Background: an optimization exercise with open tools, aiming at small area and a short achievable clock period. Do not read the settings as production practice. Function was checked by simulation only, so behaviour that the tests miss may differ from the original.

==> design/flow/design.v <==
module sqrt_16s (
    input         clk,
    input  [15:0] data_i,
    input         vld_i,
    output [15:0] data_o,
    output        vld_o
);
    function [6:0] tbl3;
        input [5:0] v;
        case (v)
            6'd0: tbl3 = {3'd0, 4'd0};
            6'd1: tbl3 = {3'd1, 4'd0};
            6'd2: tbl3 = {3'd1, 4'd1};
            6'd3: tbl3 = {3'd1, 4'd2};
            6'd4: tbl3 = {3'd2, 4'd0};
            6'd5: tbl3 = {3'd2, 4'd1};
            6'd6: tbl3 = {3'd2, 4'd2};
            6'd7: tbl3 = {3'd2, 4'd3};
            6'd8: tbl3 = {3'd2, 4'd4};
            6'd9: tbl3 = {3'd3, 4'd0};
            6'd10: tbl3 = {3'd3, 4'd1};
            6'd11: tbl3 = {3'd3, 4'd2};
            6'd12: tbl3 = {3'd3, 4'd3};
            6'd13: tbl3 = {3'd3, 4'd4};
            6'd14: tbl3 = {3'd3, 4'd5};
            6'd15: tbl3 = {3'd3, 4'd6};
            6'd16: tbl3 = {3'd4, 4'd0};
            6'd17: tbl3 = {3'd4, 4'd1};
            6'd18: tbl3 = {3'd4, 4'd2};
            6'd19: tbl3 = {3'd4, 4'd3};
            6'd20: tbl3 = {3'd4, 4'd4};
            6'd21: tbl3 = {3'd4, 4'd5};
            6'd22: tbl3 = {3'd4, 4'd6};
            6'd23: tbl3 = {3'd4, 4'd7};
            6'd24: tbl3 = {3'd4, 4'd8};
            6'd25: tbl3 = {3'd5, 4'd0};
            6'd26: tbl3 = {3'd5, 4'd1};
            6'd27: tbl3 = {3'd5, 4'd2};
            6'd28: tbl3 = {3'd5, 4'd3};
            6'd29: tbl3 = {3'd5, 4'd4};
            6'd30: tbl3 = {3'd5, 4'd5};
            6'd31: tbl3 = {3'd5, 4'd6};
            6'd32: tbl3 = {3'd5, 4'd7};
            6'd33: tbl3 = {3'd5, 4'd8};
            6'd34: tbl3 = {3'd5, 4'd9};
            6'd35: tbl3 = {3'd5, 4'd10};
            6'd36: tbl3 = {3'd6, 4'd0};
            6'd37: tbl3 = {3'd6, 4'd1};
            6'd38: tbl3 = {3'd6, 4'd2};
            6'd39: tbl3 = {3'd6, 4'd3};
            6'd40: tbl3 = {3'd6, 4'd4};
            6'd41: tbl3 = {3'd6, 4'd5};
            6'd42: tbl3 = {3'd6, 4'd6};
            6'd43: tbl3 = {3'd6, 4'd7};
            6'd44: tbl3 = {3'd6, 4'd8};
            6'd45: tbl3 = {3'd6, 4'd9};
            6'd46: tbl3 = {3'd6, 4'd10};
            6'd47: tbl3 = {3'd6, 4'd11};
            6'd48: tbl3 = {3'd6, 4'd12};
            6'd49: tbl3 = {3'd7, 4'd0};
            6'd50: tbl3 = {3'd7, 4'd1};
            6'd51: tbl3 = {3'd7, 4'd2};
            6'd52: tbl3 = {3'd7, 4'd3};
            6'd53: tbl3 = {3'd7, 4'd4};
            6'd54: tbl3 = {3'd7, 4'd5};
            6'd55: tbl3 = {3'd7, 4'd6};
            6'd56: tbl3 = {3'd7, 4'd7};
            6'd57: tbl3 = {3'd7, 4'd8};
            6'd58: tbl3 = {3'd7, 4'd9};
            6'd59: tbl3 = {3'd7, 4'd10};
            6'd60: tbl3 = {3'd7, 4'd11};
            6'd61: tbl3 = {3'd7, 4'd12};
            6'd62: tbl3 = {3'd7, 4'd13};
            6'd63: tbl3 = {3'd7, 4'd14};
            default: tbl3 = 7'bx;
        endcase
    endfunction
    wire [6:0] t3 = tbl3(data_i[15:10]);
    wire [2:0] q3 = t3[6:4];
    wire [3:0] r3 = t3[3:0];
    wire [9:0] x3 = data_i[9:0];
    reg  [2:0] q_r3;
    always @(posedge clk) q_r3 <= q3;
    reg  [3:0] r_r3;
    always @(posedge clk) r_r3 <= r3;
    reg  [9:0] x_r3;
    always @(posedge clk) x_r3 <= x3;
    reg  [0:0] v_r3;
    always @(posedge clk) v_r3 <= vld_i;
    wire [5:0] a4 = {r_r3, x_r3[9:8]};
    wire [5:0] b4 = {1'b0, q_r3, 2'b01};
    wire [5:0] g4_0 = ~a4 & b4;
    wire [5:0] p4_0 = ~a4 | b4;
    wire g4_1_1 = g4_0[1] | (p4_0[1] & g4_0[0]);
    wire p4_1_1 = p4_0[1] & p4_0[0];
    wire g4_1_3 = g4_0[3] | (p4_0[3] & g4_0[2]);
    wire p4_1_3 = p4_0[3] & p4_0[2];
    wire g4_1_5 = g4_0[5] | (p4_0[5] & g4_0[4]);
    wire p4_1_5 = p4_0[5] & p4_0[4];
    wire g4_2_3 = g4_1_3 | (p4_1_3 & g4_1_1);
    wire p4_2_3 = p4_1_3 & p4_1_1;
    wire g4_5_5 = g4_1_5 | (p4_1_5 & g4_2_3);
    wire p4_5_5 = p4_1_5 & p4_2_3;
    wire g4_6_2 = g4_0[2] | (p4_0[2] & g4_1_1);
    wire p4_6_2 = p4_0[2] & p4_1_1;
    wire g4_6_4 = g4_0[4] | (p4_0[4] & g4_2_3);
    wire p4_6_4 = p4_0[4] & p4_2_3;
    wire s4 = g4_5_5;
    wire [4:0] c4 = {g4_2_3, g4_6_2, g4_1_1, g4_0[0], 1'b0};
    wire [4:0] r4 = a4[4:0] ^ ({5{~s4}} & (b4[4:0] ^ c4));
    wire [3:0] q4 = {q_r3, ~s4};
    wire [7:0] x4 = x_r3[7:0];
    reg  [3:0] q_r4;
    always @(posedge clk) q_r4 <= q4;
    reg  [4:0] r_r4;
    always @(posedge clk) r_r4 <= r4;
    reg  [7:0] x_r4;
    always @(posedge clk) x_r4 <= x4;
    reg  [0:0] v_r4;
    always @(posedge clk) v_r4 <= v_r3;
    wire [6:0] a5 = {r_r4, x_r4[7:6]};
    wire [6:0] b5 = {1'b0, q_r4, 2'b01};
    wire [6:0] g5_0 = ~a5 & b5;
    wire [6:0] p5_0 = ~a5 | b5;
    wire g5_1_1 = g5_0[1] | (p5_0[1] & g5_0[0]);
    wire p5_1_1 = p5_0[1] & p5_0[0];
    wire g5_1_3 = g5_0[3] | (p5_0[3] & g5_0[2]);
    wire p5_1_3 = p5_0[3] & p5_0[2];
    wire g5_1_5 = g5_0[5] | (p5_0[5] & g5_0[4]);
    wire p5_1_5 = p5_0[5] & p5_0[4];
    wire g5_2_3 = g5_1_3 | (p5_1_3 & g5_1_1);
    wire p5_2_3 = p5_1_3 & p5_1_1;
    wire g5_5_5 = g5_1_5 | (p5_1_5 & g5_2_3);
    wire p5_5_5 = p5_1_5 & p5_2_3;
    wire g5_6_2 = g5_0[2] | (p5_0[2] & g5_1_1);
    wire p5_6_2 = p5_0[2] & p5_1_1;
    wire g5_6_4 = g5_0[4] | (p5_0[4] & g5_2_3);
    wire p5_6_4 = p5_0[4] & p5_2_3;
    wire g5_6_6 = g5_0[6] | (p5_0[6] & g5_5_5);
    wire p5_6_6 = p5_0[6] & p5_5_5;
    wire s5 = g5_6_6;
    wire [5:0] c5 = {g5_6_4, g5_2_3, g5_6_2, g5_1_1, g5_0[0], 1'b0};
    wire [5:0] r5 = a5[5:0] ^ ({6{~s5}} & (b5[5:0] ^ c5));
    wire [4:0] q5 = {q_r4, ~s5};
    wire [5:0] x5 = x_r4[5:0];
    reg  [4:0] q_r5;
    always @(posedge clk) q_r5 <= q5;
    reg  [5:0] r_r5;
    always @(posedge clk) r_r5 <= r5;
    reg  [5:0] x_r5;
    always @(posedge clk) x_r5 <= x5;
    reg  [0:0] v_r5;
    always @(posedge clk) v_r5 <= v_r4;
    wire [7:0] a6 = {r_r5, x_r5[5:4]};
    wire [7:0] b6 = {1'b0, q_r5, 2'b01};
    wire [7:0] g6_0 = ~a6 & b6;
    wire [7:0] p6_0 = ~a6 | b6;
    wire g6_1_1 = g6_0[1] | (p6_0[1] & g6_0[0]);
    wire p6_1_1 = p6_0[1] & p6_0[0];
    wire g6_1_3 = g6_0[3] | (p6_0[3] & g6_0[2]);
    wire p6_1_3 = p6_0[3] & p6_0[2];
    wire g6_1_5 = g6_0[5] | (p6_0[5] & g6_0[4]);
    wire p6_1_5 = p6_0[5] & p6_0[4];
    wire g6_1_7 = g6_0[7] | (p6_0[7] & g6_0[6]);
    wire p6_1_7 = p6_0[7] & p6_0[6];
    wire g6_2_3 = g6_1_3 | (p6_1_3 & g6_1_1);
    wire p6_2_3 = p6_1_3 & p6_1_1;
    wire g6_2_7 = g6_1_7 | (p6_1_7 & g6_1_5);
    wire p6_2_7 = p6_1_7 & p6_1_5;
    wire g6_3_7 = g6_2_7 | (p6_2_7 & g6_2_3);
    wire p6_3_7 = p6_2_7 & p6_2_3;
    wire g6_5_5 = g6_1_5 | (p6_1_5 & g6_2_3);
    wire p6_5_5 = p6_1_5 & p6_2_3;
    wire g6_6_2 = g6_0[2] | (p6_0[2] & g6_1_1);
    wire p6_6_2 = p6_0[2] & p6_1_1;
    wire g6_6_4 = g6_0[4] | (p6_0[4] & g6_2_3);
    wire p6_6_4 = p6_0[4] & p6_2_3;
    wire g6_6_6 = g6_0[6] | (p6_0[6] & g6_5_5);
    wire p6_6_6 = p6_0[6] & p6_5_5;
    wire s6 = g6_3_7;
    wire [6:0] c6 = {g6_5_5, g6_6_4, g6_2_3, g6_6_2, g6_1_1, g6_0[0], 1'b0};
    wire [6:0] r6 = a6[6:0] ^ ({7{~s6}} & (b6[6:0] ^ c6));
    wire [5:0] q6 = {q_r5, ~s6};
    wire [3:0] x6 = x_r5[3:0];
    reg  [5:0] q_r6;
    always @(posedge clk) q_r6 <= q6;
    reg  [6:0] r_r6;
    always @(posedge clk) r_r6 <= r6;
    reg  [3:0] x_r6;
    always @(posedge clk) x_r6 <= x6;
    reg  [0:0] v_r6;
    always @(posedge clk) v_r6 <= v_r5;
    wire [8:0] a7 = {r_r6, x_r6[3:2]};
    wire [8:0] b7 = {1'b0, q_r6, 2'b01};
    wire [8:0] g7_0 = ~a7 & b7;
    wire [8:0] p7_0 = ~a7 | b7;
    wire g7_1_1 = g7_0[1] | (p7_0[1] & g7_0[0]);
    wire p7_1_1 = p7_0[1] & p7_0[0];
    wire g7_1_3 = g7_0[3] | (p7_0[3] & g7_0[2]);
    wire p7_1_3 = p7_0[3] & p7_0[2];
    wire g7_1_5 = g7_0[5] | (p7_0[5] & g7_0[4]);
    wire p7_1_5 = p7_0[5] & p7_0[4];
    wire g7_1_7 = g7_0[7] | (p7_0[7] & g7_0[6]);
    wire p7_1_7 = p7_0[7] & p7_0[6];
    wire g7_2_3 = g7_1_3 | (p7_1_3 & g7_1_1);
    wire p7_2_3 = p7_1_3 & p7_1_1;
    wire g7_2_7 = g7_1_7 | (p7_1_7 & g7_1_5);
    wire p7_2_7 = p7_1_7 & p7_1_5;
    wire g7_3_7 = g7_2_7 | (p7_2_7 & g7_2_3);
    wire p7_3_7 = p7_2_7 & p7_2_3;
    wire g7_7_5 = g7_1_5 | (p7_1_5 & g7_2_3);
    wire p7_7_5 = p7_1_5 & p7_2_3;
    wire g7_8_2 = g7_0[2] | (p7_0[2] & g7_1_1);
    wire p7_8_2 = p7_0[2] & p7_1_1;
    wire g7_8_4 = g7_0[4] | (p7_0[4] & g7_2_3);
    wire p7_8_4 = p7_0[4] & p7_2_3;
    wire g7_8_6 = g7_0[6] | (p7_0[6] & g7_7_5);
    wire p7_8_6 = p7_0[6] & p7_7_5;
    wire g7_8_8 = g7_0[8] | (p7_0[8] & g7_3_7);
    wire p7_8_8 = p7_0[8] & p7_3_7;
    wire s7 = g7_8_8;
    wire [7:0] c7 = {g7_8_6, g7_7_5, g7_8_4, g7_2_3, g7_8_2, g7_1_1, g7_0[0], 1'b0};
    wire [7:0] r7 = a7[7:0] ^ ({8{~s7}} & (b7[7:0] ^ c7));
    wire [6:0] q7 = {q_r6, ~s7};
    wire [1:0] x7 = x_r6[1:0];
    reg  [6:0] q_r7;
    always @(posedge clk) q_r7 <= q7;
    reg  [7:0] r_r7;
    always @(posedge clk) r_r7 <= r7;
    reg  [1:0] x_r7;
    always @(posedge clk) x_r7 <= x7;
    reg  [0:0] v_r7;
    always @(posedge clk) v_r7 <= v_r6;
    wire [9:0] a8 = {r_r7, x_r7[1:0]};
    wire [9:0] b8 = {1'b0, q_r7, 2'b01};
    wire [9:0] g8_0 = ~a8 & b8;
    wire [9:0] p8_0 = ~a8 | b8;
    wire g8_1_1 = g8_0[1] | (p8_0[1] & g8_0[0]);
    wire p8_1_1 = p8_0[1] & p8_0[0];
    wire g8_1_3 = g8_0[3] | (p8_0[3] & g8_0[2]);
    wire p8_1_3 = p8_0[3] & p8_0[2];
    wire g8_1_5 = g8_0[5] | (p8_0[5] & g8_0[4]);
    wire p8_1_5 = p8_0[5] & p8_0[4];
    wire g8_1_7 = g8_0[7] | (p8_0[7] & g8_0[6]);
    wire p8_1_7 = p8_0[7] & p8_0[6];
    wire g8_1_9 = g8_0[9] | (p8_0[9] & g8_0[8]);
    wire p8_1_9 = p8_0[9] & p8_0[8];
    wire g8_2_3 = g8_1_3 | (p8_1_3 & g8_1_1);
    wire p8_2_3 = p8_1_3 & p8_1_1;
    wire g8_2_7 = g8_1_7 | (p8_1_7 & g8_1_5);
    wire p8_2_7 = p8_1_7 & p8_1_5;
    wire g8_3_7 = g8_2_7 | (p8_2_7 & g8_2_3);
    wire p8_3_7 = p8_2_7 & p8_2_3;
    wire g8_7_5 = g8_1_5 | (p8_1_5 & g8_2_3);
    wire p8_7_5 = p8_1_5 & p8_2_3;
    wire g8_7_9 = g8_1_9 | (p8_1_9 & g8_3_7);
    wire p8_7_9 = p8_1_9 & p8_3_7;
    wire g8_8_2 = g8_0[2] | (p8_0[2] & g8_1_1);
    wire p8_8_2 = p8_0[2] & p8_1_1;
    wire g8_8_4 = g8_0[4] | (p8_0[4] & g8_2_3);
    wire p8_8_4 = p8_0[4] & p8_2_3;
    wire g8_8_6 = g8_0[6] | (p8_0[6] & g8_7_5);
    wire p8_8_6 = p8_0[6] & p8_7_5;
    wire g8_8_8 = g8_0[8] | (p8_0[8] & g8_3_7);
    wire p8_8_8 = p8_0[8] & p8_3_7;
    wire s8 = g8_7_9;
    wire [8:0] c8 = {g8_3_7, g8_8_6, g8_7_5, g8_8_4, g8_2_3, g8_8_2, g8_1_1, g8_0[0], 1'b0};
    wire [8:0] r8 = a8[8:0] ^ ({9{~s8}} & (b8[8:0] ^ c8));
    wire [7:0] q8 = {q_r7, ~s8};
    reg  [7:0] q_r8;
    always @(posedge clk) q_r8 <= q8;
    reg  [8:0] r_r8;
    always @(posedge clk) r_r8 <= r8;
    reg  [0:0] v_r8;
    always @(posedge clk) v_r8 <= v_r7;
    wire [10:0] a9 = {r_r8, 2'b00};
    wire [10:0] b9 = {1'b0, q_r8, 2'b01};
    wire [10:0] g9_0 = ~a9 & b9;
    wire [10:0] p9_0 = ~a9 | b9;
    wire g9_1_1 = g9_0[1] | (p9_0[1] & g9_0[0]);
    wire p9_1_1 = p9_0[1] & p9_0[0];
    wire g9_1_3 = g9_0[3] | (p9_0[3] & g9_0[2]);
    wire p9_1_3 = p9_0[3] & p9_0[2];
    wire g9_1_5 = g9_0[5] | (p9_0[5] & g9_0[4]);
    wire p9_1_5 = p9_0[5] & p9_0[4];
    wire g9_1_7 = g9_0[7] | (p9_0[7] & g9_0[6]);
    wire p9_1_7 = p9_0[7] & p9_0[6];
    wire g9_1_9 = g9_0[9] | (p9_0[9] & g9_0[8]);
    wire p9_1_9 = p9_0[9] & p9_0[8];
    wire g9_2_3 = g9_1_3 | (p9_1_3 & g9_1_1);
    wire p9_2_3 = p9_1_3 & p9_1_1;
    wire g9_2_7 = g9_1_7 | (p9_1_7 & g9_1_5);
    wire p9_2_7 = p9_1_7 & p9_1_5;
    wire g9_3_7 = g9_2_7 | (p9_2_7 & g9_2_3);
    wire p9_3_7 = p9_2_7 & p9_2_3;
    wire g9_7_5 = g9_1_5 | (p9_1_5 & g9_2_3);
    wire p9_7_5 = p9_1_5 & p9_2_3;
    wire g9_7_9 = g9_1_9 | (p9_1_9 & g9_3_7);
    wire p9_7_9 = p9_1_9 & p9_3_7;
    wire g9_8_2 = g9_0[2] | (p9_0[2] & g9_1_1);
    wire p9_8_2 = p9_0[2] & p9_1_1;
    wire g9_8_4 = g9_0[4] | (p9_0[4] & g9_2_3);
    wire p9_8_4 = p9_0[4] & p9_2_3;
    wire g9_8_6 = g9_0[6] | (p9_0[6] & g9_7_5);
    wire p9_8_6 = p9_0[6] & p9_7_5;
    wire g9_8_8 = g9_0[8] | (p9_0[8] & g9_3_7);
    wire p9_8_8 = p9_0[8] & p9_3_7;
    wire g9_8_10 = g9_0[10] | (p9_0[10] & g9_7_9);
    wire p9_8_10 = p9_0[10] & p9_7_9;
    wire s9 = g9_8_10;
    wire [9:0] c9 = {g9_8_8, g9_3_7, g9_8_6, g9_7_5, g9_8_4, g9_2_3, g9_8_2, g9_1_1, g9_0[0], 1'b0};
    wire [9:0] r9 = a9[9:0] ^ ({10{~s9}} & (b9[9:0] ^ c9));
    wire [8:0] q9 = {q_r8, ~s9};
    reg  [8:0] q_r9;
    always @(posedge clk) q_r9 <= q9;
    reg  [9:0] r_r9;
    always @(posedge clk) r_r9 <= r9;
    reg  [0:0] v_r9;
    always @(posedge clk) v_r9 <= v_r8;
    wire [11:0] a10 = {r_r9, 2'b00};
    wire [11:0] b10 = {1'b0, q_r9, 2'b01};
    wire [11:0] g10_0 = ~a10 & b10;
    wire [11:0] p10_0 = ~a10 | b10;
    wire g10_1_1 = g10_0[1] | (p10_0[1] & g10_0[0]);
    wire p10_1_1 = p10_0[1] & p10_0[0];
    wire g10_1_3 = g10_0[3] | (p10_0[3] & g10_0[2]);
    wire p10_1_3 = p10_0[3] & p10_0[2];
    wire g10_1_5 = g10_0[5] | (p10_0[5] & g10_0[4]);
    wire p10_1_5 = p10_0[5] & p10_0[4];
    wire g10_1_7 = g10_0[7] | (p10_0[7] & g10_0[6]);
    wire p10_1_7 = p10_0[7] & p10_0[6];
    wire g10_1_9 = g10_0[9] | (p10_0[9] & g10_0[8]);
    wire p10_1_9 = p10_0[9] & p10_0[8];
    wire g10_1_11 = g10_0[11] | (p10_0[11] & g10_0[10]);
    wire p10_1_11 = p10_0[11] & p10_0[10];
    wire g10_2_3 = g10_1_3 | (p10_1_3 & g10_1_1);
    wire p10_2_3 = p10_1_3 & p10_1_1;
    wire g10_2_7 = g10_1_7 | (p10_1_7 & g10_1_5);
    wire p10_2_7 = p10_1_7 & p10_1_5;
    wire g10_2_11 = g10_1_11 | (p10_1_11 & g10_1_9);
    wire p10_2_11 = p10_1_11 & p10_1_9;
    wire g10_3_7 = g10_2_7 | (p10_2_7 & g10_2_3);
    wire p10_3_7 = p10_2_7 & p10_2_3;
    wire g10_6_11 = g10_2_11 | (p10_2_11 & g10_3_7);
    wire p10_6_11 = p10_2_11 & p10_3_7;
    wire g10_7_5 = g10_1_5 | (p10_1_5 & g10_2_3);
    wire p10_7_5 = p10_1_5 & p10_2_3;
    wire g10_7_9 = g10_1_9 | (p10_1_9 & g10_3_7);
    wire p10_7_9 = p10_1_9 & p10_3_7;
    wire g10_8_2 = g10_0[2] | (p10_0[2] & g10_1_1);
    wire p10_8_2 = p10_0[2] & p10_1_1;
    wire g10_8_4 = g10_0[4] | (p10_0[4] & g10_2_3);
    wire p10_8_4 = p10_0[4] & p10_2_3;
    wire g10_8_6 = g10_0[6] | (p10_0[6] & g10_7_5);
    wire p10_8_6 = p10_0[6] & p10_7_5;
    wire g10_8_8 = g10_0[8] | (p10_0[8] & g10_3_7);
    wire p10_8_8 = p10_0[8] & p10_3_7;
    wire g10_8_10 = g10_0[10] | (p10_0[10] & g10_7_9);
    wire p10_8_10 = p10_0[10] & p10_7_9;
    wire s10 = g10_6_11;
    wire [10:0] c10 = {g10_7_9, g10_8_8, g10_3_7, g10_8_6, g10_7_5, g10_8_4, g10_2_3, g10_8_2, g10_1_1, g10_0[0], 1'b0};
    wire [10:0] r10 = a10[10:0] ^ ({11{~s10}} & (b10[10:0] ^ c10));
    wire [9:0] q10 = {q_r9, ~s10};
    reg  [9:0] q_r10;
    always @(posedge clk) q_r10 <= q10;
    reg  [10:0] r_r10;
    always @(posedge clk) r_r10 <= r10;
    reg  [0:0] v_r10;
    always @(posedge clk) v_r10 <= v_r9;
    wire [12:0] a11 = {r_r10, 2'b00};
    wire [12:0] b11 = {1'b0, q_r10, 2'b01};
    wire [12:0] g11_0 = ~a11 & b11;
    wire [12:0] p11_0 = ~a11 | b11;
    wire g11_1_1 = g11_0[1] | (p11_0[1] & g11_0[0]);
    wire p11_1_1 = p11_0[1] & p11_0[0];
    wire g11_1_3 = g11_0[3] | (p11_0[3] & g11_0[2]);
    wire p11_1_3 = p11_0[3] & p11_0[2];
    wire g11_1_5 = g11_0[5] | (p11_0[5] & g11_0[4]);
    wire p11_1_5 = p11_0[5] & p11_0[4];
    wire g11_1_7 = g11_0[7] | (p11_0[7] & g11_0[6]);
    wire p11_1_7 = p11_0[7] & p11_0[6];
    wire g11_1_9 = g11_0[9] | (p11_0[9] & g11_0[8]);
    wire p11_1_9 = p11_0[9] & p11_0[8];
    wire g11_1_11 = g11_0[11] | (p11_0[11] & g11_0[10]);
    wire p11_1_11 = p11_0[11] & p11_0[10];
    wire g11_2_3 = g11_1_3 | (p11_1_3 & g11_1_1);
    wire p11_2_3 = p11_1_3 & p11_1_1;
    wire g11_2_7 = g11_1_7 | (p11_1_7 & g11_1_5);
    wire p11_2_7 = p11_1_7 & p11_1_5;
    wire g11_2_11 = g11_1_11 | (p11_1_11 & g11_1_9);
    wire p11_2_11 = p11_1_11 & p11_1_9;
    wire g11_3_7 = g11_2_7 | (p11_2_7 & g11_2_3);
    wire p11_3_7 = p11_2_7 & p11_2_3;
    wire g11_6_11 = g11_2_11 | (p11_2_11 & g11_3_7);
    wire p11_6_11 = p11_2_11 & p11_3_7;
    wire g11_7_5 = g11_1_5 | (p11_1_5 & g11_2_3);
    wire p11_7_5 = p11_1_5 & p11_2_3;
    wire g11_7_9 = g11_1_9 | (p11_1_9 & g11_3_7);
    wire p11_7_9 = p11_1_9 & p11_3_7;
    wire g11_8_2 = g11_0[2] | (p11_0[2] & g11_1_1);
    wire p11_8_2 = p11_0[2] & p11_1_1;
    wire g11_8_4 = g11_0[4] | (p11_0[4] & g11_2_3);
    wire p11_8_4 = p11_0[4] & p11_2_3;
    wire g11_8_6 = g11_0[6] | (p11_0[6] & g11_7_5);
    wire p11_8_6 = p11_0[6] & p11_7_5;
    wire g11_8_8 = g11_0[8] | (p11_0[8] & g11_3_7);
    wire p11_8_8 = p11_0[8] & p11_3_7;
    wire g11_8_10 = g11_0[10] | (p11_0[10] & g11_7_9);
    wire p11_8_10 = p11_0[10] & p11_7_9;
    wire g11_8_12 = g11_0[12] | (p11_0[12] & g11_6_11);
    wire p11_8_12 = p11_0[12] & p11_6_11;
    wire s11 = g11_8_12;
    wire [11:0] c11 = {g11_8_10, g11_7_9, g11_8_8, g11_3_7, g11_8_6, g11_7_5, g11_8_4, g11_2_3, g11_8_2, g11_1_1, g11_0[0], 1'b0};
    wire [11:0] r11 = a11[11:0] ^ ({12{~s11}} & (b11[11:0] ^ c11));
    wire [10:0] q11 = {q_r10, ~s11};
    reg  [10:0] q_r11;
    always @(posedge clk) q_r11 <= q11;
    reg  [11:0] r_r11;
    always @(posedge clk) r_r11 <= r11;
    reg  [0:0] v_r11;
    always @(posedge clk) v_r11 <= v_r10;
    wire [13:0] a12 = {r_r11, 2'b00};
    wire [13:0] b12 = {1'b0, q_r11, 2'b01};
    wire [13:0] g12_0 = ~a12 & b12;
    wire [13:0] p12_0 = ~a12 | b12;
    wire g12_1_1 = g12_0[1] | (p12_0[1] & g12_0[0]);
    wire p12_1_1 = p12_0[1] & p12_0[0];
    wire g12_1_3 = g12_0[3] | (p12_0[3] & g12_0[2]);
    wire p12_1_3 = p12_0[3] & p12_0[2];
    wire g12_1_5 = g12_0[5] | (p12_0[5] & g12_0[4]);
    wire p12_1_5 = p12_0[5] & p12_0[4];
    wire g12_1_7 = g12_0[7] | (p12_0[7] & g12_0[6]);
    wire p12_1_7 = p12_0[7] & p12_0[6];
    wire g12_1_9 = g12_0[9] | (p12_0[9] & g12_0[8]);
    wire p12_1_9 = p12_0[9] & p12_0[8];
    wire g12_1_11 = g12_0[11] | (p12_0[11] & g12_0[10]);
    wire p12_1_11 = p12_0[11] & p12_0[10];
    wire g12_1_13 = g12_0[13] | (p12_0[13] & g12_0[12]);
    wire p12_1_13 = p12_0[13] & p12_0[12];
    wire g12_2_3 = g12_1_3 | (p12_1_3 & g12_1_1);
    wire p12_2_3 = p12_1_3 & p12_1_1;
    wire g12_2_7 = g12_1_7 | (p12_1_7 & g12_1_5);
    wire p12_2_7 = p12_1_7 & p12_1_5;
    wire g12_2_11 = g12_1_11 | (p12_1_11 & g12_1_9);
    wire p12_2_11 = p12_1_11 & p12_1_9;
    wire g12_3_7 = g12_2_7 | (p12_2_7 & g12_2_3);
    wire p12_3_7 = p12_2_7 & p12_2_3;
    wire g12_6_11 = g12_2_11 | (p12_2_11 & g12_3_7);
    wire p12_6_11 = p12_2_11 & p12_3_7;
    wire g12_7_5 = g12_1_5 | (p12_1_5 & g12_2_3);
    wire p12_7_5 = p12_1_5 & p12_2_3;
    wire g12_7_9 = g12_1_9 | (p12_1_9 & g12_3_7);
    wire p12_7_9 = p12_1_9 & p12_3_7;
    wire g12_7_13 = g12_1_13 | (p12_1_13 & g12_6_11);
    wire p12_7_13 = p12_1_13 & p12_6_11;
    wire g12_8_2 = g12_0[2] | (p12_0[2] & g12_1_1);
    wire p12_8_2 = p12_0[2] & p12_1_1;
    wire g12_8_4 = g12_0[4] | (p12_0[4] & g12_2_3);
    wire p12_8_4 = p12_0[4] & p12_2_3;
    wire g12_8_6 = g12_0[6] | (p12_0[6] & g12_7_5);
    wire p12_8_6 = p12_0[6] & p12_7_5;
    wire g12_8_8 = g12_0[8] | (p12_0[8] & g12_3_7);
    wire p12_8_8 = p12_0[8] & p12_3_7;
    wire g12_8_10 = g12_0[10] | (p12_0[10] & g12_7_9);
    wire p12_8_10 = p12_0[10] & p12_7_9;
    wire g12_8_12 = g12_0[12] | (p12_0[12] & g12_6_11);
    wire p12_8_12 = p12_0[12] & p12_6_11;
    wire s12 = g12_7_13;
    wire [12:0] c12 = {g12_6_11, g12_8_10, g12_7_9, g12_8_8, g12_3_7, g12_8_6, g12_7_5, g12_8_4, g12_2_3, g12_8_2, g12_1_1, g12_0[0], 1'b0};
    wire [12:0] r12 = a12[12:0] ^ ({13{~s12}} & (b12[12:0] ^ c12));
    wire [11:0] q12 = {q_r11, ~s12};
    reg  [11:0] q_r12;
    always @(posedge clk) q_r12 <= q12;
    reg  [12:0] r_r12;
    always @(posedge clk) r_r12 <= r12;
    reg  [0:0] v_r12;
    always @(posedge clk) v_r12 <= v_r11;
    wire [14:0] a13 = {r_r12, 2'b00};
    wire [14:0] b13 = {1'b0, q_r12, 2'b01};
    wire [14:0] g13_0 = ~a13 & b13;
    wire [14:0] p13_0 = ~a13 | b13;
    wire g13_1_1 = g13_0[1] | (p13_0[1] & g13_0[0]);
    wire p13_1_1 = p13_0[1] & p13_0[0];
    wire g13_1_3 = g13_0[3] | (p13_0[3] & g13_0[2]);
    wire p13_1_3 = p13_0[3] & p13_0[2];
    wire g13_1_5 = g13_0[5] | (p13_0[5] & g13_0[4]);
    wire p13_1_5 = p13_0[5] & p13_0[4];
    wire g13_1_7 = g13_0[7] | (p13_0[7] & g13_0[6]);
    wire p13_1_7 = p13_0[7] & p13_0[6];
    wire g13_1_9 = g13_0[9] | (p13_0[9] & g13_0[8]);
    wire p13_1_9 = p13_0[9] & p13_0[8];
    wire g13_1_11 = g13_0[11] | (p13_0[11] & g13_0[10]);
    wire p13_1_11 = p13_0[11] & p13_0[10];
    wire g13_1_13 = g13_0[13] | (p13_0[13] & g13_0[12]);
    wire p13_1_13 = p13_0[13] & p13_0[12];
    wire g13_2_3 = g13_1_3 | (p13_1_3 & g13_1_1);
    wire p13_2_3 = p13_1_3 & p13_1_1;
    wire g13_2_7 = g13_1_7 | (p13_1_7 & g13_1_5);
    wire p13_2_7 = p13_1_7 & p13_1_5;
    wire g13_2_11 = g13_1_11 | (p13_1_11 & g13_1_9);
    wire p13_2_11 = p13_1_11 & p13_1_9;
    wire g13_3_7 = g13_2_7 | (p13_2_7 & g13_2_3);
    wire p13_3_7 = p13_2_7 & p13_2_3;
    wire g13_6_11 = g13_2_11 | (p13_2_11 & g13_3_7);
    wire p13_6_11 = p13_2_11 & p13_3_7;
    wire g13_7_5 = g13_1_5 | (p13_1_5 & g13_2_3);
    wire p13_7_5 = p13_1_5 & p13_2_3;
    wire g13_7_9 = g13_1_9 | (p13_1_9 & g13_3_7);
    wire p13_7_9 = p13_1_9 & p13_3_7;
    wire g13_7_13 = g13_1_13 | (p13_1_13 & g13_6_11);
    wire p13_7_13 = p13_1_13 & p13_6_11;
    wire g13_8_2 = g13_0[2] | (p13_0[2] & g13_1_1);
    wire p13_8_2 = p13_0[2] & p13_1_1;
    wire g13_8_4 = g13_0[4] | (p13_0[4] & g13_2_3);
    wire p13_8_4 = p13_0[4] & p13_2_3;
    wire g13_8_6 = g13_0[6] | (p13_0[6] & g13_7_5);
    wire p13_8_6 = p13_0[6] & p13_7_5;
    wire g13_8_8 = g13_0[8] | (p13_0[8] & g13_3_7);
    wire p13_8_8 = p13_0[8] & p13_3_7;
    wire g13_8_10 = g13_0[10] | (p13_0[10] & g13_7_9);
    wire p13_8_10 = p13_0[10] & p13_7_9;
    wire g13_8_12 = g13_0[12] | (p13_0[12] & g13_6_11);
    wire p13_8_12 = p13_0[12] & p13_6_11;
    wire g13_8_14 = g13_0[14] | (p13_0[14] & g13_7_13);
    wire p13_8_14 = p13_0[14] & p13_7_13;
    wire s13 = g13_8_14;
    wire [13:0] c13 = {g13_8_12, g13_6_11, g13_8_10, g13_7_9, g13_8_8, g13_3_7, g13_8_6, g13_7_5, g13_8_4, g13_2_3, g13_8_2, g13_1_1, g13_0[0], 1'b0};
    wire [13:0] r13 = a13[13:0] ^ ({14{~s13}} & (b13[13:0] ^ c13));
    wire [12:0] q13 = {q_r12, ~s13};
    reg  [12:0] q_r13;
    always @(posedge clk) q_r13 <= q13;
    reg  [13:0] r_r13;
    always @(posedge clk) r_r13 <= r13;
    reg  [0:0] v_r13;
    always @(posedge clk) v_r13 <= v_r12;
    wire [15:0] a14 = {r_r13, 2'b00};
    wire [15:0] b14 = {1'b0, q_r13, 2'b01};
    wire [15:0] g14_0 = ~a14 & b14;
    wire [15:0] p14_0 = ~a14 | b14;
    wire g14_1_1 = g14_0[1] | (p14_0[1] & g14_0[0]);
    wire p14_1_1 = p14_0[1] & p14_0[0];
    wire g14_1_3 = g14_0[3] | (p14_0[3] & g14_0[2]);
    wire p14_1_3 = p14_0[3] & p14_0[2];
    wire g14_1_5 = g14_0[5] | (p14_0[5] & g14_0[4]);
    wire p14_1_5 = p14_0[5] & p14_0[4];
    wire g14_1_7 = g14_0[7] | (p14_0[7] & g14_0[6]);
    wire p14_1_7 = p14_0[7] & p14_0[6];
    wire g14_1_9 = g14_0[9] | (p14_0[9] & g14_0[8]);
    wire p14_1_9 = p14_0[9] & p14_0[8];
    wire g14_1_11 = g14_0[11] | (p14_0[11] & g14_0[10]);
    wire p14_1_11 = p14_0[11] & p14_0[10];
    wire g14_1_13 = g14_0[13] | (p14_0[13] & g14_0[12]);
    wire p14_1_13 = p14_0[13] & p14_0[12];
    wire g14_1_15 = g14_0[15] | (p14_0[15] & g14_0[14]);
    wire p14_1_15 = p14_0[15] & p14_0[14];
    wire g14_2_3 = g14_1_3 | (p14_1_3 & g14_1_1);
    wire p14_2_3 = p14_1_3 & p14_1_1;
    wire g14_2_7 = g14_1_7 | (p14_1_7 & g14_1_5);
    wire p14_2_7 = p14_1_7 & p14_1_5;
    wire g14_2_11 = g14_1_11 | (p14_1_11 & g14_1_9);
    wire p14_2_11 = p14_1_11 & p14_1_9;
    wire g14_2_15 = g14_1_15 | (p14_1_15 & g14_1_13);
    wire p14_2_15 = p14_1_15 & p14_1_13;
    wire g14_3_7 = g14_2_7 | (p14_2_7 & g14_2_3);
    wire p14_3_7 = p14_2_7 & p14_2_3;
    wire g14_3_15 = g14_2_15 | (p14_2_15 & g14_2_11);
    wire p14_3_15 = p14_2_15 & p14_2_11;
    wire g14_4_15 = g14_3_15 | (p14_3_15 & g14_3_7);
    wire p14_4_15 = p14_3_15 & p14_3_7;
    wire g14_6_11 = g14_2_11 | (p14_2_11 & g14_3_7);
    wire p14_6_11 = p14_2_11 & p14_3_7;
    wire g14_7_5 = g14_1_5 | (p14_1_5 & g14_2_3);
    wire p14_7_5 = p14_1_5 & p14_2_3;
    wire g14_7_9 = g14_1_9 | (p14_1_9 & g14_3_7);
    wire p14_7_9 = p14_1_9 & p14_3_7;
    wire g14_7_13 = g14_1_13 | (p14_1_13 & g14_6_11);
    wire p14_7_13 = p14_1_13 & p14_6_11;
    wire g14_8_2 = g14_0[2] | (p14_0[2] & g14_1_1);
    wire p14_8_2 = p14_0[2] & p14_1_1;
    wire g14_8_4 = g14_0[4] | (p14_0[4] & g14_2_3);
    wire p14_8_4 = p14_0[4] & p14_2_3;
    wire g14_8_6 = g14_0[6] | (p14_0[6] & g14_7_5);
    wire p14_8_6 = p14_0[6] & p14_7_5;
    wire g14_8_8 = g14_0[8] | (p14_0[8] & g14_3_7);
    wire p14_8_8 = p14_0[8] & p14_3_7;
    wire g14_8_10 = g14_0[10] | (p14_0[10] & g14_7_9);
    wire p14_8_10 = p14_0[10] & p14_7_9;
    wire g14_8_12 = g14_0[12] | (p14_0[12] & g14_6_11);
    wire p14_8_12 = p14_0[12] & p14_6_11;
    wire g14_8_14 = g14_0[14] | (p14_0[14] & g14_7_13);
    wire p14_8_14 = p14_0[14] & p14_7_13;
    wire s14 = g14_4_15;
    wire [14:0] c14 = {g14_7_13, g14_8_12, g14_6_11, g14_8_10, g14_7_9, g14_8_8, g14_3_7, g14_8_6, g14_7_5, g14_8_4, g14_2_3, g14_8_2, g14_1_1, g14_0[0], 1'b0};
    wire [14:0] r14 = a14[14:0] ^ ({15{~s14}} & (b14[14:0] ^ c14));
    wire [13:0] q14 = {q_r13, ~s14};
    reg  [13:0] q_r14;
    always @(posedge clk) q_r14 <= q14;
    reg  [14:0] r_r14;
    always @(posedge clk) r_r14 <= r14;
    reg  [0:0] v_r14;
    always @(posedge clk) v_r14 <= v_r13;
    wire [16:0] a15 = {r_r14, 2'b00};
    wire [16:0] b15 = {1'b0, q_r14, 2'b01};
    wire [16:0] g15_0 = ~a15 & b15;
    wire [16:0] p15_0 = ~a15 | b15;
    wire g15_1_1 = g15_0[1] | (p15_0[1] & g15_0[0]);
    wire p15_1_1 = p15_0[1] & p15_0[0];
    wire g15_1_3 = g15_0[3] | (p15_0[3] & g15_0[2]);
    wire p15_1_3 = p15_0[3] & p15_0[2];
    wire g15_1_5 = g15_0[5] | (p15_0[5] & g15_0[4]);
    wire p15_1_5 = p15_0[5] & p15_0[4];
    wire g15_1_7 = g15_0[7] | (p15_0[7] & g15_0[6]);
    wire p15_1_7 = p15_0[7] & p15_0[6];
    wire g15_1_9 = g15_0[9] | (p15_0[9] & g15_0[8]);
    wire p15_1_9 = p15_0[9] & p15_0[8];
    wire g15_1_11 = g15_0[11] | (p15_0[11] & g15_0[10]);
    wire p15_1_11 = p15_0[11] & p15_0[10];
    wire g15_1_13 = g15_0[13] | (p15_0[13] & g15_0[12]);
    wire p15_1_13 = p15_0[13] & p15_0[12];
    wire g15_1_15 = g15_0[15] | (p15_0[15] & g15_0[14]);
    wire p15_1_15 = p15_0[15] & p15_0[14];
    wire g15_2_3 = g15_1_3 | (p15_1_3 & g15_1_1);
    wire p15_2_3 = p15_1_3 & p15_1_1;
    wire g15_2_7 = g15_1_7 | (p15_1_7 & g15_1_5);
    wire p15_2_7 = p15_1_7 & p15_1_5;
    wire g15_2_11 = g15_1_11 | (p15_1_11 & g15_1_9);
    wire p15_2_11 = p15_1_11 & p15_1_9;
    wire g15_2_15 = g15_1_15 | (p15_1_15 & g15_1_13);
    wire p15_2_15 = p15_1_15 & p15_1_13;
    wire g15_3_7 = g15_2_7 | (p15_2_7 & g15_2_3);
    wire p15_3_7 = p15_2_7 & p15_2_3;
    wire g15_3_15 = g15_2_15 | (p15_2_15 & g15_2_11);
    wire p15_3_15 = p15_2_15 & p15_2_11;
    wire g15_4_15 = g15_3_15 | (p15_3_15 & g15_3_7);
    wire p15_4_15 = p15_3_15 & p15_3_7;
    wire g15_8_11 = g15_2_11 | (p15_2_11 & g15_3_7);
    wire p15_8_11 = p15_2_11 & p15_3_7;
    wire g15_9_5 = g15_1_5 | (p15_1_5 & g15_2_3);
    wire p15_9_5 = p15_1_5 & p15_2_3;
    wire g15_9_9 = g15_1_9 | (p15_1_9 & g15_3_7);
    wire p15_9_9 = p15_1_9 & p15_3_7;
    wire g15_9_13 = g15_1_13 | (p15_1_13 & g15_8_11);
    wire p15_9_13 = p15_1_13 & p15_8_11;
    wire g15_10_2 = g15_0[2] | (p15_0[2] & g15_1_1);
    wire p15_10_2 = p15_0[2] & p15_1_1;
    wire g15_10_4 = g15_0[4] | (p15_0[4] & g15_2_3);
    wire p15_10_4 = p15_0[4] & p15_2_3;
    wire g15_10_6 = g15_0[6] | (p15_0[6] & g15_9_5);
    wire p15_10_6 = p15_0[6] & p15_9_5;
    wire g15_10_8 = g15_0[8] | (p15_0[8] & g15_3_7);
    wire p15_10_8 = p15_0[8] & p15_3_7;
    wire g15_10_10 = g15_0[10] | (p15_0[10] & g15_9_9);
    wire p15_10_10 = p15_0[10] & p15_9_9;
    wire g15_10_12 = g15_0[12] | (p15_0[12] & g15_8_11);
    wire p15_10_12 = p15_0[12] & p15_8_11;
    wire g15_10_14 = g15_0[14] | (p15_0[14] & g15_9_13);
    wire p15_10_14 = p15_0[14] & p15_9_13;
    wire g15_10_16 = g15_0[16] | (p15_0[16] & g15_4_15);
    wire p15_10_16 = p15_0[16] & p15_4_15;
    wire s15 = g15_10_16;
    wire [15:0] c15 = {g15_10_14, g15_9_13, g15_10_12, g15_8_11, g15_10_10, g15_9_9, g15_10_8, g15_3_7, g15_10_6, g15_9_5, g15_10_4, g15_2_3, g15_10_2, g15_1_1, g15_0[0], 1'b0};
    wire [15:0] r15 = a15[15:0] ^ ({16{~s15}} & (b15[15:0] ^ c15));
    wire [14:0] q15 = {q_r14, ~s15};
    reg  [14:0] q_r15;
    always @(posedge clk) q_r15 <= q15;
    reg  [15:0] r_r15;
    always @(posedge clk) r_r15 <= r15;
    reg  [0:0] v_r15;
    always @(posedge clk) v_r15 <= v_r14;
    wire [17:0] a16 = {r_r15, 2'b00};
    wire [17:0] b16 = {1'b0, q_r15, 2'b01};
    wire [17:0] g16_0 = ~a16 & b16;
    wire [17:0] p16_0 = ~a16 | b16;
    wire g16_1_1 = g16_0[1] | (p16_0[1] & g16_0[0]);
    wire p16_1_1 = p16_0[1] & p16_0[0];
    wire g16_1_3 = g16_0[3] | (p16_0[3] & g16_0[2]);
    wire p16_1_3 = p16_0[3] & p16_0[2];
    wire g16_1_5 = g16_0[5] | (p16_0[5] & g16_0[4]);
    wire p16_1_5 = p16_0[5] & p16_0[4];
    wire g16_1_7 = g16_0[7] | (p16_0[7] & g16_0[6]);
    wire p16_1_7 = p16_0[7] & p16_0[6];
    wire g16_1_9 = g16_0[9] | (p16_0[9] & g16_0[8]);
    wire p16_1_9 = p16_0[9] & p16_0[8];
    wire g16_1_11 = g16_0[11] | (p16_0[11] & g16_0[10]);
    wire p16_1_11 = p16_0[11] & p16_0[10];
    wire g16_1_13 = g16_0[13] | (p16_0[13] & g16_0[12]);
    wire p16_1_13 = p16_0[13] & p16_0[12];
    wire g16_1_15 = g16_0[15] | (p16_0[15] & g16_0[14]);
    wire p16_1_15 = p16_0[15] & p16_0[14];
    wire g16_1_17 = g16_0[17] | (p16_0[17] & g16_0[16]);
    wire p16_1_17 = p16_0[17] & p16_0[16];
    wire g16_2_3 = g16_1_3 | (p16_1_3 & g16_1_1);
    wire p16_2_3 = p16_1_3 & p16_1_1;
    wire g16_2_7 = g16_1_7 | (p16_1_7 & g16_1_5);
    wire p16_2_7 = p16_1_7 & p16_1_5;
    wire g16_2_11 = g16_1_11 | (p16_1_11 & g16_1_9);
    wire p16_2_11 = p16_1_11 & p16_1_9;
    wire g16_2_15 = g16_1_15 | (p16_1_15 & g16_1_13);
    wire p16_2_15 = p16_1_15 & p16_1_13;
    wire g16_3_7 = g16_2_7 | (p16_2_7 & g16_2_3);
    wire p16_3_7 = p16_2_7 & p16_2_3;
    wire g16_3_15 = g16_2_15 | (p16_2_15 & g16_2_11);
    wire p16_3_15 = p16_2_15 & p16_2_11;
    wire g16_4_15 = g16_3_15 | (p16_3_15 & g16_3_7);
    wire p16_4_15 = p16_3_15 & p16_3_7;
    wire g16_8_11 = g16_2_11 | (p16_2_11 & g16_3_7);
    wire p16_8_11 = p16_2_11 & p16_3_7;
    wire g16_9_5 = g16_1_5 | (p16_1_5 & g16_2_3);
    wire p16_9_5 = p16_1_5 & p16_2_3;
    wire g16_9_9 = g16_1_9 | (p16_1_9 & g16_3_7);
    wire p16_9_9 = p16_1_9 & p16_3_7;
    wire g16_9_13 = g16_1_13 | (p16_1_13 & g16_8_11);
    wire p16_9_13 = p16_1_13 & p16_8_11;
    wire g16_9_17 = g16_1_17 | (p16_1_17 & g16_4_15);
    wire p16_9_17 = p16_1_17 & p16_4_15;
    wire g16_10_2 = g16_0[2] | (p16_0[2] & g16_1_1);
    wire p16_10_2 = p16_0[2] & p16_1_1;
    wire g16_10_4 = g16_0[4] | (p16_0[4] & g16_2_3);
    wire p16_10_4 = p16_0[4] & p16_2_3;
    wire g16_10_6 = g16_0[6] | (p16_0[6] & g16_9_5);
    wire p16_10_6 = p16_0[6] & p16_9_5;
    wire g16_10_8 = g16_0[8] | (p16_0[8] & g16_3_7);
    wire p16_10_8 = p16_0[8] & p16_3_7;
    wire g16_10_10 = g16_0[10] | (p16_0[10] & g16_9_9);
    wire p16_10_10 = p16_0[10] & p16_9_9;
    wire g16_10_12 = g16_0[12] | (p16_0[12] & g16_8_11);
    wire p16_10_12 = p16_0[12] & p16_8_11;
    wire g16_10_14 = g16_0[14] | (p16_0[14] & g16_9_13);
    wire p16_10_14 = p16_0[14] & p16_9_13;
    wire g16_10_16 = g16_0[16] | (p16_0[16] & g16_4_15);
    wire p16_10_16 = p16_0[16] & p16_4_15;
    wire s16 = g16_9_17;
    wire [15:0] q16 = {q_r15, ~s16};
    reg  [15:0] q_r16;
    always @(posedge clk) q_r16 <= q16;
    reg  [0:0] v_r16;
    always @(posedge clk) v_r16 <= v_r15;
    assign data_o = q_r16;
    assign vld_o  = v_r16;
endmodule
==> design/flow/run.sh <==
#!/bin/bash
# synth_recipe.tcl (not shown) runs the flow's synth.tcl, then flattens the netlist and writes it again
# the make line also repeats each setting of config.mk as NAME=value (left out here)
make -C /OpenROAD-flow-scripts/flow DESIGN_CONFIG=/design/flow/config.mk WORK_HOME=/design/flow/orfs CLKGATE_MAP_FILE= SYNTH_SCRIPT=/design/flow/synth_recipe.tcl finish
==> design/flow/config.mk <==
export PLATFORM = sky130hd
export DESIGN_NAME = sqrt_16s
export DESIGN_NICKNAME = sqrt_16s
export VERILOG_FILES = /design/flow/design.v
export SDC_FILE = /design/flow/constraint.sdc
export NUM_CORES = 4
export LEC_CHECK = 0
export ABC_AREA = 1
export CAP_MARGIN = 20
export CORE_MARGIN = 2
export CORE_UTILIZATION = 40
export SETUP_SLACK_MARGIN = 1.4
export SLEW_MARGIN = 20
==> design/flow/constraint.sdc <==
create_clock -name core_clock -period 3.0 [get_ports {clk}]
set_input_delay 0.6000 -clock core_clock [delete_from_list [all_inputs] [get_ports {clk}]]
set_output_delay 0.6000 -clock core_clock [all_outputs]
set_load 0.01 [all_outputs]
==> impl_metrics.ini, run 1 <==
[yosys]
synth_cells = 1449
synthesis.nets = 1476
netlist_top_cells_count = nand2_1 (339), dfxtp_1 (293), inv_1 (238), xor2_1 (93), nand3_1 (92)
yosysWarnings = 1
yosysMostFrequentCell = nand2_1
synth_flop_cell = dfxtp_1
netlist.area_leader.share_pct = 49.95
yosys_register_bits = 293
synth_area_per_cell_um2 = 8.104
netlist_area_mm2 = 0.01174
yosysUniqueCellTypes = 48
async_flop_share_pct = 0
synth-edff-count = 0
synth.yosys.seq_area_share_pct = 49.95
synth_area_leaders = dfxtp_1 (50%), nand2_1 (11%), inv_1 (7.6%), xor2_1 (6.9%), nand3_1 (3.9%)
synth_area_leader_cell = dfxtp_1

[timing]
max_slew_margin_pct = 56.74
skew_ns = 0.01976
fin_crit_sh_pct = 55.18
finalMaxSlewViolations = 0
fin_tns_setup_ns = 0
fin_ws_ns = 1.345
fin_crit_ns = 1.655
worst_slew_pin_slew_ns = 0.6489
rsz0062_at_grt = yes
finalHoldViolations = 0
fmax_mhz = 604.1
finalSetupViolCount = 0

[die]
ioPinCount = 35
die_h_um = 175.3
dieArea_mm2 = 0.03074
coreArea_mm2 = 0.02878
start_util_pct = 40.80
die_w_um = 175.3
rows = 62

[placement]
dp.cells = 1860
pre_cts_ws_ns = 0.8131
gp_congestion = 0.7798
dp_hpwl_mm = 13.91
port_buffers = 34

[critical_path]
end_kind = register
worstPathMaxFanout = 6
r2r_end = r_r7[1]
cp.arrival_ns = 2.09
crit_type = register to register
r2r-start = r_r6[0]
cp-start-kind = register
r2r_slack_ns = 1.34
crit_required_ns = 3.43
worstRegToRegCells = 10

[hold_path]
hold_path_startpoint = v_r13
min_path_type = register to register
holdPathEnd = v_r14
hold_path_depth = 0

[layout]
layoutNonFillerInstCount = 2004
fin_nets = 1625
final_util_pct = 53.86
diodes = 0
drive_gt1_share_pct = 34.38
syn_to_final_growth_pct = 32.02

[route]
drt_first_pass_iters = 6
via_per_inst = 4.561
postRouteAntennaNets = 0
vias = 9141
drc = 0
wl_per_cell_um = 10.99
routed_wl_mm = 22.03
drt_iter0_markers = 299

[grt]
gr-total-overflow = 0
grt_pass1_wl_mm = 35.60
grt_pass1_vias = 8680
grt_max_degree = 15
antenna_found_initial = 0
grt_usage_pct = 13.59

[flow_run]
maxCapViolations = 0

[cts]
cts_sinks = 293
cts-root-buf = clkbuf_16
clkTransAtPathRegs_ns = 0.06
cts_buffers = 30
cts_tree = done
clk_latency_ns = 0.55
cts-htree-levels = 1
clock_path_buffers = 3

[status]
status = complete, no violations
layer usage:
metal / vias to the layer above / share of wire (%) / track usage (%)
met5: - / 0 / 0
met4: 0 / 3.6 / 6.285
met3: 59 / 2.7 / 2.165
met2: 125 / 56 / 28.15
met1: 4153 / 37 / 12.72
li1: 4804 / - / -
stage by stage:
step | hold slack, ns | cell area (µm²)
floorplan | 0.3096 | 11740
CTS | 0.3244 | 14270
detailed placement | 0.3121 | 12490
global placement | 0.3100 | 12490
global route | 0.3283 | 15500
finish | 0.3097 | 15500
critical path, cell delays in order, from the launching register on:
cell and delay [ns]:
dfxtp_2 0.31, inv_2 0.08, nand2_2 0.08, a21oi_4 0.18, nand2_2 0.10, a21oi_4 0.19, nand3_2 0.08, nand2_2 0.10
nand2_4 0.11, ha_4 0.18, xor2_1 0.13
final cells by class:
class	instances	area (µm²)
fillers	2524	13280
multi-input cells	902	6136
flip-flops and latches	293	5951
inverters	251	969.7
repair buffers	118	927.1
clock buffers	44	884.6
well taps	384	480.5
clock inverters	10	131.4
repair inverters	2	22.52
repair_timing:
action / in CTS / in global routing
endpoints found under the setup margin: 112 / 123
resized for setup: 241 / 294
pin swaps: 61 / 142
hold buffers: 0 / 0
setup buffers: 41 / 43
cloned: 6 / 0
cell usage in the layout (no fill, tap or decap), types with 35 or more instances in the layout:
cell type and instances:
nand2_1 240, dfxtp_1 227, inv_1 193, xor2_1 91, nand2_2 83, buf_4 78, dfxtp_2 65, nor2_1 59
nand3_1 56, inv_2 52, nand3_2 38, nand2_4 35
logic make-up (layout without fill, tap and decap cells):
family	count (synthesis)	in the layout	synth area share, %
buffers and inverters	258	425	8.695
AND/OR/NAND/NOR	613	617	23.54
adder cells (fa/ha/maj)	12	12	1.215
XOR/XNOR	114	114	8.567
AO/OA/AOI/OAI	159	159	8.034
flip-flops	293	293	49.95
registers in the layout, indices dropped and copies added (netlist names), 11 cells and up:
register	flops
r_r15	14
q_r13	13
q_r16	16
q_r12	12
r_r13	12
r_r12	11
q_r15	15
q_r14	14
r_r14	13
q_r11	11
worst max-delay path by stage:
stage,start,to,slack (ns)
floorplan,r_r7[0],r_r8[1],1.40
global placement,data_i[10],r_r3[2],0.90
detailed placement,data_i[10],r_r3[2],0.81
CTS,x_r5[5],r_r6[1],1.31
global route,r_r7[2],r_r8[5],1.24
finish,r_r6[0],r_r7[1],1.34
==> inputs of run 2 (changes only) <==
--- a/design/flow/config.mk
+++ b/design/flow/config.mk
@@ -9,5 +9,5 @@
 export CAP_MARGIN = 20
 export CORE_MARGIN = 2
 export CORE_UTILIZATION = 40
-export SETUP_SLACK_MARGIN = 1.4
+export SETUP_SLACK_MARGIN = 1.1
 export SLEW_MARGIN = 20
==> run 2 against run 1 <==
Still clean on timing, DRC and antenna; worst hold slack improved by 0.0013 ns; die area did not move; final cell count is 4.3% lower; critical path depth increased by 2; count of clock-buffer cells in the layout is the same; highest routed layer unchanged; wire length fell by 17%; critical path type unchanged; sequential share of layout area rose by 4.7 points; first-iteration DRC count down 13%.
==> impl_metrics.ini, run 2 <==
[status]
status = complete, no violations

[critical_path]
worstPathMaxFanout = 7
end_kind = register
crit_chain = inv_1 -> nand2_2 -> a21oi_2 -> nand2_2 -> a21oi_4 -> nand3_2 -> nand2_2 -> nand2_1 -> nand2_2 -> inv_2 -> ha_1 -> xor2_1
cp-start-kind = register
r2r-start = x_r7[0]
r2r_end = r_r8[1]
path_buf_inv = 2
crit_top_cell = nand2_2
worstRegToRegCells = 12
cp.arrival_ns = 2.19
crit_type = register to register
critPathMaxStageDelay_ns = 0.30
cp_slowest_cell = dfxtp_1
crit_required_ns = 3.43
critPathTopFamily = simple AND/OR/NAND/NOR gates
r2r_slack_ns = 1.24

[timing]
max_slew_margin_pct = 54.97
fin_crit_ns = 1.760
skew_ns = 0.02076
finalSetupViolCount = 0
worst_slew_pin_slew_ns = 0.6755
finalHoldViolations = 0
rsz0062_at_grt = yes
finalMaxSlewViolations = 0
fmax_mhz = 568.1
fin_ws_ns = 1.240
fin_crit_sh_pct = 58.67
fin_tns_setup_ns = 0

[hold_path]
hold_path_depth = 0
holdPathEnd = v_r14
hold_path_startpoint = v_r13
min_path_type = register to register

[route]
drc = 0
vias = 8471
drt_iter0_markers = 260
routed_wl_mm = 18.24
postRouteAntennaNets = 0
drt_first_pass_iters = 4
via_per_inst = 4.419
wl_per_cell_um = 9.515

[yosys]
synthesis.nets = 1476
yosys_register_bits = 293
yosysWarnings = 1
synth_flop_cell = dfxtp_1
synth.yosys.seq_area_share_pct = 49.95
netlist_area_mm2 = 0.01174
netlist_top_cells_count = nand2_1 (339), dfxtp_1 (293), inv_1 (238), xor2_1 (93), nand3_1 (92)
netlist.area_leader.share_pct = 49.95
synth_cells = 1449
synth_area_leaders = dfxtp_1 (50%), nand2_1 (11%), inv_1 (7.6%), xor2_1 (6.9%), nand3_1 (3.9%)
synth_area_per_cell_um2 = 8.104
yosysMostFrequentCell = nand2_1
synth-edff-count = 0
async_flop_share_pct = 0
yosysUniqueCellTypes = 48
synth_area_leader_cell = dfxtp_1

[layout]
syn_to_final_growth_pct = 15.93
fin_nets = 1538
drive_gt1_share_pct = 9.654
largest_reg_flops = 16
top_regs = q_r16 x16, q_r15 x15
regMostFlops = q_r16
final_common_cell = nand2_1
diodes = 0
final_cell_mix = nand2_1 (335), dfxtp_1 (290), inv_1 (238)

[grt]
grt_usage_pct = 12.44
antenna_found_initial = 0
grt_pass1_wl_mm = 32.93
grt_pass1_vias = 8134
gr-total-overflow = 0
grt_max_degree = 17

[cts]
clk_latency_ns = 0.55
cts_buffers = 30
postCtsHoldBufs = 0
clock_path_buffers = 3
cts_tree = done
clkTransAtPathRegs_ns = 0.06
cts-htree-levels = 1
cts_sinks = 293
cts-root-buf = clkbuf_16

[placement]
pre_cts_ws_ns = 0.8131
port_buffers = 34
dp_hpwl_mm = 13.91
gp_congestion = 0.7798

[die]
dieArea_mm2 = 0.03074
die_h_um = 175.3
die_w_um = 175.3
ioPinCount = 35
rows = 62
coreArea_mm2 = 0.02878
start_util_pct = 40.80

[flow_run]
maxCapViolations = 0
==> run 2: cell counts after synthesis <==
Identical to the previous run, type by type.
==> run 2: through the flow <==
step	instances	hold WS (ns)	util, %	cell area [µm²]
final	1917	0.3110	47.30	13610
after global routing	1917	0.3265	47.30	13610
after CTS	1914	0.3244	46.84	13480
after detailed placement	1860	0.3121	43.39	12490
after global placement	1860	0.3100	43.39	12490
after floorplan	1449	0.3096	-	11740
==> run 2: cell families (layout without fill, tap and decap cells) <==
family / count (synthesis) / in the layout / share of synthesized area [%]
buffers and inverters: 258 / 342 / 8.695
adder cells (fa/ha/maj): 12 / 12 / 1.215
flip-flops: 293 / 293 / 49.95
AO/OA/AOI/OAI: 159 / 159 / 8.034
XOR/XNOR: 114 / 114 / 8.567
AND/OR/NAND/NOR: 613 / 613 / 23.54
==> run 2: cell type report <==
| class | count | area (µm²) |
|---|---|---|
| well taps | 384 | 480.5 |
| multi-input cells | 898 | 4954 |
| fillers | 2722 | 15170 |
| repair buffers | 37 | 341.6 |
| flip-flops and latches | 293 | 5869 |
| clock inverters | 10 | 131.4 |
| clock buffers | 44 | 884.6 |
| inverters | 251 | 952.2 |
==> run 2: how the worst max path moves through the flow <==
stage | start | endpoint | cells after the start
after global routing | r_r7[5] | r_r8[1] | 10
after detailed placement | data_i[10] | r_r3[2] | 7
after floorplan | r_r7[0] | r_r8[1] | 12
after global placement | data_i[10] | r_r3[2] | 7
final | x_r7[0] | r_r8[1] | 12
after CTS | r_r6[0] | r_r7[1] | 10
==> run 2: layer usage <==
layer	vias to the layer above	wire length [µm]	global-route usage, %	share of wire [%]
met5	-	0	0	0
met4	0	599	4.618	3.3
met3	42	571	2.078	3.1
met2	105	9840	25.51	54
met1	3712	7229	12.24	40
li1	4612	-	-	-
==> run 2: worst register-to-register path: stages, from the launching register on <==
cell and delay (ns):
dfxtp_1 0.30, inv_1 0.08, nand2_2 0.07, a21oi_2 0.17
nand2_2 0.09, a21oi_4 0.20, nand3_2 0.10, nand2_2 0.08
nand2_1 0.08, nand2_2 0.08, inv_2 0.08, ha_1 0.20
xor2_1 0.13
==> run 2: timing repair <==
item | in CTS | in global routing
setup endpoints to repair | 17 | 40
setup buffers | 0 | 3
pin swaps | 0 | 4
gates resized for setup | 17 | 26
==> inputs of run 3 (changes only) <==
--- a/design/flow/config.mk
+++ b/design/flow/config.mk
@@ -9,5 +9,8 @@
 export CAP_MARGIN = 20
 export CORE_MARGIN = 2
 export CORE_UTILIZATION = 40
+export CTS_BUF_LIST = sky130_fd_sc_hd__clkbuf_8
+export CTS_CLUSTER_DIAMETER = 60
+export CTS_CLUSTER_SIZE = 25
 export SETUP_SLACK_MARGIN = 1.1
 export SLEW_MARGIN = 20
==> run 3 against run 2 <==
Core utilization shrank 1.2 points; fmax shrank 0.45%; via count grew 0.20%; setup slack lost 0.0080 ns; die area is the same.
==> impl_metrics.ini, run 3 <==
[status]
status = complete, no violations

[yosys]
netlist_area_mm2 = 0.01174
synth.yosys.seq_area_share_pct = 49.95
yosysMostFrequentCell = nand2_1
yosys_register_bits = 293
synth_area_leader_cell = dfxtp_1
synth_area_per_cell_um2 = 8.104
async_flop_share_pct = 0
synth_area_leaders = dfxtp_1 (50%), nand2_1 (11%), inv_1 (7.6%), xor2_1 (6.9%), nand3_1 (3.9%)
synth_flop_cell = dfxtp_1
synth-edff-count = 0
netlist.area_leader.share_pct = 49.95
synthesis.nets = 1476
yosysUniqueCellTypes = 48
synth_cells = 1449
yosysWarnings = 1
netlist_top_cells_count = nand2_1 (339), dfxtp_1 (293), inv_1 (238), xor2_1 (93), nand3_1 (92)

[critical_path]
crit_type = register to register
cp-start-kind = register
crit_required_ns = 3.50
worstPathMaxFanout = 5
worstRegToRegCells = 9
cp.arrival_ns = 2.27
end_kind = register

[cts]
clk_latency_ns = 0.57
cts_tree = done
cts_buffers = 26
cts-root-buf = clkbuf_8
clkTransAtPathRegs_ns = 0.11
cts-htree-levels = 1
cts_sinks = 293
clock_path_buffers = 3
postCtsHoldBufs = 0

[grt]
grt_pass1_vias = 8107
grt_max_degree = 23
gr-total-overflow = 0
antenna_found_initial = 0
grt_pass1_wl_mm = 32.68
grt_usage_pct = 12.35

[layout]
syn_to_final_growth_pct = 12.92
final_cell_mix = nand2_1 (336), dfxtp_1 (285), inv_1 (236)
largest_reg_flops = 16
regMostFlops = q_r16
n_fill_cell = 2747
fin_nets = 1535
final_common_cell = nand2_1
drive_gt1_share_pct = 10.34
top_regs = q_r16 x16, q_r15 x15
diodes = 0

[route]
wl_met2_mm = 9.701
wl_per_cell_um = 9.484
drt-met1-wl_mm = 7.162
via_per_inst = 4.439
drc = 0
routed_wl_mm = 18.13
wl_met3_um = 609
postRouteAntennaNets = 0
drt_iter0_markers = 299
vias = 8488
drt_first_pass_iters = 4
maxUsedRoutingLayer = met4

[timing]
rsz0062_at_grt = no
skew_ns = 0.01946
fmax_mhz = 565.5
finalHoldViolations = 0
finalSetupViolCount = 0
finalMaxSlewViolations = 0
worst_slew_pin_slew_ns = 0.7518
max_slew_margin_pct = 49.88
fin_crit_ns = 1.768
fin_tns_setup_ns = 0
fin_ws_ns = 1.232
fin_crit_sh_pct = 58.94

[placement]
dp_hpwl_mm = 13.91
port_buffers = 34
gp_congestion = 0.7798
pre_cts_ws_ns = 0.8131

[die]
die_w_um = 175.3
start_util_pct = 40.80
ioPinCount = 35
dieArea_mm2 = 0.03074
rows = 62
die_h_um = 175.3
coreArea_mm2 = 0.02878

[hold_path]
hold_path_depth = 0
min_path_type = register to register

[flow_run]
maxCapViolations = 0
run 3: worst max-delay path, cell delays in order, from the launching register on:
cell and delay [ns]:
dfxtp_1 0.37, nor2_1 0.07, o21ai_1 0.08, nand2_1 0.10, maj3_1 0.40, nand3_1 0.09
nand3_1 0.07, nand2_1 0.18, ha_1 0.20, xor2_1 0.15
run 3: logic make-up (layout without fill, tap and decap cells):
kind of cell	Yosys count	after routing	synth area share [%]
xor gates and xnor gates	114	114	8.567
and+or+nand+nor	613	613	23.54
DFF	293	293	49.95
buffers and inverters	258	337	8.695
adders and majority gates	12	12	1.215
AOI/OAI and AO/OA	159	159	8.034
run 3: stage by stage:
stage | util (%) | hold WS, ns | cell area (µm²) | cells
floorplan | - | 0.3096 | 11740 | 1449
global placement | 43.39 | 0.3100 | 12490 | 1860
detailed placement | 43.39 | 0.3121 | 12490 | 1860
CTS | 45.56 | 0.3340 | 13110 | 1908
global route | 46.07 | 0.3280 | 13260 | 1912
finish | 46.07 | 0.3254 | 13260 | 1912
run 3: area by class of cell:
type                            count  area [µm²]  area share (%)
Clock buffer                       28       385.4           2.906
Sequential cell                   293        5876           44.31
Inverter                          251       952.2           7.181
Multi-Input combinational cell    898        4956           37.38
Timing Repair Buffer               38       349.1           2.633
Clock inverter                     20       261.5           1.972
Tap cell                          384       480.5           3.623
run 3: path summary, 6_finish.rpt:
kind	start	endpoint	slack (ns)
worst max-delay path	x_r4[7]	r_r5[1]	1.23
worst min-delay path	v_r13	v_r14	0.33
worst max register to register	x_r4[7]	r_r5[1]	1.23
worst min register to register	v_r13	v_r14	0.33
run 3: routing by layer:
| layer | track usage, % | vias to the layer above |
|---|---|---|
| met5 | 0 | - |
| met1 | 12.10 | 3729 |
| li1 | - | 4609 |
| met2 | 25.08 | 107 |
| met4 | 4.896 | 0 |
| met3 | 2.273 | 43 |
run 3: timing repair:
item                       in CTS  in global routing
setup endpoints to repair      17                 43
resized for setup              17                 33
pin swaps                       0                  6
setup buffers                   0                  4

port drivers added, routing unchanged:
The flow's constraints put no driver on any port. The routed layouts listed below were extracted and timed again, unchanged, in two steps. Step 1 assumes that a clkbuf_16 drives the clock port and a buf_2 every other input. Step 2 times the ports against the registers' clock, not the clock port: input delays grow and output delays shrink by t, the midpoint of the rising clock arrivals with the driver on. Three values: ideal, step 1, step 2; two values: the first two.
| run | shift t [ns] | slack for setup (ns) | clock arrival spread, ns | worst register clock-pin slew, ns | worst slew at a driven data input, ns |
|---|---|---|---|---|---|
| run 1 | 0.591 | 1.345 / 1.345 / 0.936 | 0.024 / 0.023 | 0.06 / 0.06 | 0.03 |
| run 2 | 0.583 | 1.240 / 1.240 / 0.791 | 0.022 / 0.022 | 0.06 / 0.06 | 0.03 |
| run 3 | 0.603 | 1.232 / 1.216 / 0.809 | 0.025 / 0.025 | 0.12 / 0.12 | 0.03 |
After both steps every run listed still meets setup and hold. For run 2, which loses most, drivers alone change the setup slack by 0.000 ns; drivers and shift together by -0.449 ns.
